This design comes from an exercise in tuning for small area on the open sky130 flow, not from production work.
Function was checked by simulation only, so behaviour that the tests miss may differ from the original.
The clock port is modelled as an ideal driver, which makes a skipped or thinned clock tree look cheaper than it is; a real chip needs a root buffer or a tree.
Power figures rest on the tool's default switching activity, not on a simulated workload.

==> module UART_FIFO_Top, before the edit <==
module UART_FIFO_Top #(
    parameter DATA_WIDTH = 8,
    parameter FIFO_DEPTH = 16,
    parameter ADDR_WIDTH = 4
)(
    input clk,
    input rst,
    input en,
    input push_in,
    input pop_in,
    input [DATA_WIDTH-1:0] din,
    input [3:0] threshold,
    output [DATA_WIDTH-1:0] dout,
    output empty,
    output full,
    output overrun,
    output underrun,
    output thr_trigger
);
reg [DATA_WIDTH-1:0] mem [0:FIFO_DEPTH-1];    
reg [ADDR_WIDTH-1:0] cnt;                     
reg empty_t, full_t, overrun_t, underrun_t, thr_t;
wire push_in_n, pop_in_n, push, pop;
fifo_inv  u_pshn (.a(push_in), .y(push_in_n));
fifo_inv  u_popn (.a(pop_in),  .y(pop_in_n));
fifo_nor2 u_push (.a(push_in_n), .b(full_t),  .y(push));
fifo_nor2 u_pop  (.a(pop_in_n),  .b(empty_t), .y(pop));
always @(posedge clk) begin
    if (push) begin
        mem[0] <= din;
        for (int i = 1; i < FIFO_DEPTH; i++)
            mem[i] <= mem[i-1];
    end
end
wire [ADDR_WIDTH-1:0] cnt_n;
wire [FIFO_DEPTH-1:0] hit;
genvar g;
generate
    for (g = 0; g < ADDR_WIDTH; g = g + 1) begin : g_cnt_n
        fifo_inv u (.a(cnt[g]), .y(cnt_n[g]));
    end
endgenerate
fifo_dec4 u_dec (.a(cnt), .a_n(cnt_n), .y(hit));
wire [FIFO_DEPTH-1:0] sel = {hit[0], hit[FIFO_DEPTH-1:1]};
generate
    for (g = 0; g < DATA_WIDTH; g = g + 1) begin : g_rd
        wire [FIFO_DEPTH-1:0] col;
        for (genvar k = 0; k < FIFO_DEPTH; k = k + 1) begin : g_col
            assign col[k] = mem[k][g];
        end
        fifo_mux16 u_mux (.s(sel), .d(col), .y(dout[g]));
    end
endgenerate
wire mv;
fifo_xor2 u_mv (.a(push), .b(pop), .y(mv));
wire e0, e1_n, e2, t1_n, t2, t3_n;
wire [ADDR_WIDTH-1:0] cnt_d;
fifo_xnor2 u_e0  (.a(cnt[0]), .b(push), .y(e0));
fifo_xor2  u_e1  (.a(cnt[1]), .b(push), .y(e1_n));
fifo_xnor2 u_e2  (.a(cnt[2]), .b(push), .y(e2));
fifo_nand2 u_t1  (.a(mv), .b(e0), .y(t1_n));
fifo_nor2  u_t2  (.a(t1_n), .b(e1_n), .y(t2));
fifo_nand2 u_t3  (.a(t2), .b(e2), .y(t3_n));
fifo_xor2  u_d0  (.a(cnt[0]), .b(mv),   .y(cnt_d[0]));
fifo_xnor2 u_d1  (.a(cnt[1]), .b(t1_n), .y(cnt_d[1]));
fifo_xor2  u_d2  (.a(cnt[2]), .b(t2),   .y(cnt_d[2]));
fifo_xnor2 u_d3  (.a(cnt[3]), .b(t3_n), .y(cnt_d[3]));
wire [ADDR_WIDTH:1] lt;
wire n16_n, thr_ge, thr_d;
fifo_and2 u_lt1 (.a(cnt_n[0]), .b(threshold[0]), .y(lt[1]));
generate
    for (g = 1; g < ADDR_WIDTH; g = g + 1) begin : g_lt
        fifo_maj3 u (.a(cnt_n[g]), .b(threshold[g]), .c(lt[g]), .y(lt[g+1]));
    end
endgenerate
fifo_nand2 u_n16 (.a(hit[0]), .b(full_t), .y(n16_n));
fifo_nand2 u_ge  (.a(lt[ADDR_WIDTH]), .b(n16_n), .y(thr_ge));
fifo_mux2  u_thr (.a0(thr_t), .a1(thr_ge), .s(mv), .y(thr_d));
wire fe, fs, full_d, ee, es, empty_d, ovr_d, und_d;
fifo_orn  u_fe  (.a(hit[FIFO_DEPTH-1]), .b(en), .y(fe));
fifo_and2 u_fs  (.a(push), .b(fe), .y(fs));
fifo_mux2 u_fd  (.a0(full_t), .a1(fs), .s(mv), .y(full_d));
fifo_orn  u_ee  (.a(hit[1]), .b(en), .y(ee));
fifo_and2 u_es  (.a(pop), .b(ee), .y(es));
fifo_mux2 u_ed  (.a0(empty_t), .a1(es), .s(mv), .y(empty_d));
fifo_nor2 u_ovr (.a(push_in_n), .b(push), .y(ovr_d));
fifo_nor2 u_und (.a(pop_in_n),  .b(pop),  .y(und_d));
always @(posedge clk, posedge rst) begin
    if (rst) begin
        cnt <= {ADDR_WIDTH{1'b0}};
        empty_t <= 1'b1;
        full_t <= 1'b0;
        overrun_t <= 1'b0;
        underrun_t <= 1'b0;
        thr_t <= 1'b0;
    end else begin
        cnt <= cnt_d;
        full_t <= full_d;
        empty_t <= empty_d;
        overrun_t <= ovr_d;
        underrun_t <= und_d;
        thr_t <= thr_d;
    end
end
assign empty = empty_t;
assign full = full_t;
assign overrun = overrun_t;
assign underrun = underrun_t;
assign thr_trigger = thr_t;
endmodule
Settings: LEC_CHECK=0, CAP_MARGIN=20, CORE_MARGIN=2, CORE_UTILIZATION=40, SLEW_MARGIN=20, SYNTH_HIERARCHICAL=1; clock period 5.0 ns.
standard.sh (not shown) runs the stock make flow with config.mk's settings and CLKGATE_MAP_FILE= SYNTH_SCRIPT=/design/flow/synth_recipe.tcl, a recipe that flattens the netlist after the stock synthesis.
==> flow/flow/run.sh <==
#!/bin/bash
# The standard ORFS layout (the standard.sh), with four changes:
#  - the smallest buffer (buf_1) on each input and output port instead of
#    buffer_ports' default choice;
#  - after the floorplan, flow/downsize.tcl sets every combinational cell to
#    the smallest drive strength of its kind (placement's repair_design then
#    fixes any slew or capacitance this breaks);
#  - the clock tree is built by flow/cts_hook.tcl instead of TritonCTS: the
#    clock port feeds two clkinv_4 roots, each feeding eight clkinv_2 leaves
#    over k-means clusters of the flip-flops (two inversions to every
#    flip-flop); the rest of ORFS's CTS step runs unchanged;
#  - in global route, flow/grt_downsize.tcl takes the place of the power
#    recovery step: it sets each combinational cell to its smallest drive
#    strength that keeps slews and slack within bounds.
set -euo pipefail
export CTS_NLEAF=16
export CTS_LEAF_BUF=sky130_fd_sc_hd__clkinv_2
export CTS_ROOT_BUF=sky130_fd_sc_hd__clkinv_4
export CTS_NROOT=2
export CTS_CAP_SLACK=1
bash standard.sh \
  "BUFFER_PORTS_ARGS=-buffer_cell sky130_fd_sc_hd__buf_1" \
  "POST_FLOORPLAN_TCL=$(pwd)/flow/downsize.tcl" \
  "PRE_CTS_TCL=$(pwd)/flow/cts_hook.tcl" \
  "PRE_GLOBAL_ROUTE_TCL=$(pwd)/flow/grt_downsize.tcl" \
  finish > standard.log 2>&1
Other scripts of this flow, unchanged in this note and not shown: flow/flow/cts_hook.tcl, flow/flow/downsize.tcl, flow/flow/grt_downsize.tcl
The first run produced a clean layout.
==> next run, changes <==
--- a/flow/design.v
+++ b/flow/design.v
@@ -81,14 +81,14 @@
 fifo_orn  u_fe  (.a(hit[FIFO_DEPTH-1]), .b(en), .y(fe));
 fifo_and2 u_fs  (.a(push), .b(fe), .y(fs));
 fifo_mux2 u_fd  (.a0(full_t), .a1(fs), .s(mv), .y(full_d));
 fifo_orn  u_ee  (.a(hit[1]), .b(en), .y(ee));
 fifo_and2 u_es  (.a(pop), .b(ee), .y(es));
 fifo_mux2 u_ed  (.a0(empty_t), .a1(es), .s(mv), .y(empty_d));
-fifo_nor2 u_ovr (.a(push_in_n), .b(push), .y(ovr_d));
-fifo_nor2 u_und (.a(pop_in_n),  .b(pop),  .y(und_d));
+fifo_and2 u_ovr (.a(push_in), .b(full_t),  .y(ovr_d));
+fifo_and2 u_und (.a(pop_in),  .b(empty_t), .y(und_d));
 always @(posedge clk, posedge rst) begin
     if (rst) begin
         cnt <= {ADDR_WIDTH{1'b0}};
         empty_t <= 1'b1;
         full_t <= 1'b0;
         overrun_t <= 1'b0;
Result:
- final area stays flat
- final cell count does not change
- first-iteration DRC count goes up by 2.0%
- fmax goes down by 1.2%
- global-route usage goes up by 0.47 points
- sequential share of layout area barely changes
- via count goes up by 2.0%
- die area hardly moves
- core utilization barely changes
- power goes up by 0.31%
- combinational power goes up by about 0.5%
- sequential power stays flat
- clock skew goes up by 0.0093 ns
In every run of this note, the design's own scripts or RTL, not TritonCTS, make the clock network.

re-timing with driven ports:
The flow's constraints put no driver on any port. The routed layouts listed below were extracted and timed again, unchanged, in two steps.
Step 1 assumes that a clkbuf_16 drives the clock port and a buf_2 every other input.
Step 2 also shifts input and output timing later by t, the mid clock arrival at the registers, as if the neighbouring blocks saw the same clock.
a / b / c = ideal ports / drivers / drivers and shift; a / b = the first two.
run | t, ns | slack for setup (ns) | hold WS [ns] | worst setup path after step 2 | pins driven straight from the clock port
the first run | 0.294 | 1.708 / 1.651 / 1.945 | 0.437 / 0.437 / 0.437 | register to output | 2
the second run | 0.292 | 1.669 / 1.610 / 1.903 | 0.431 / 0.431 / 0.431 | register to output | 2
After both steps every run listed still meets setup and hold.
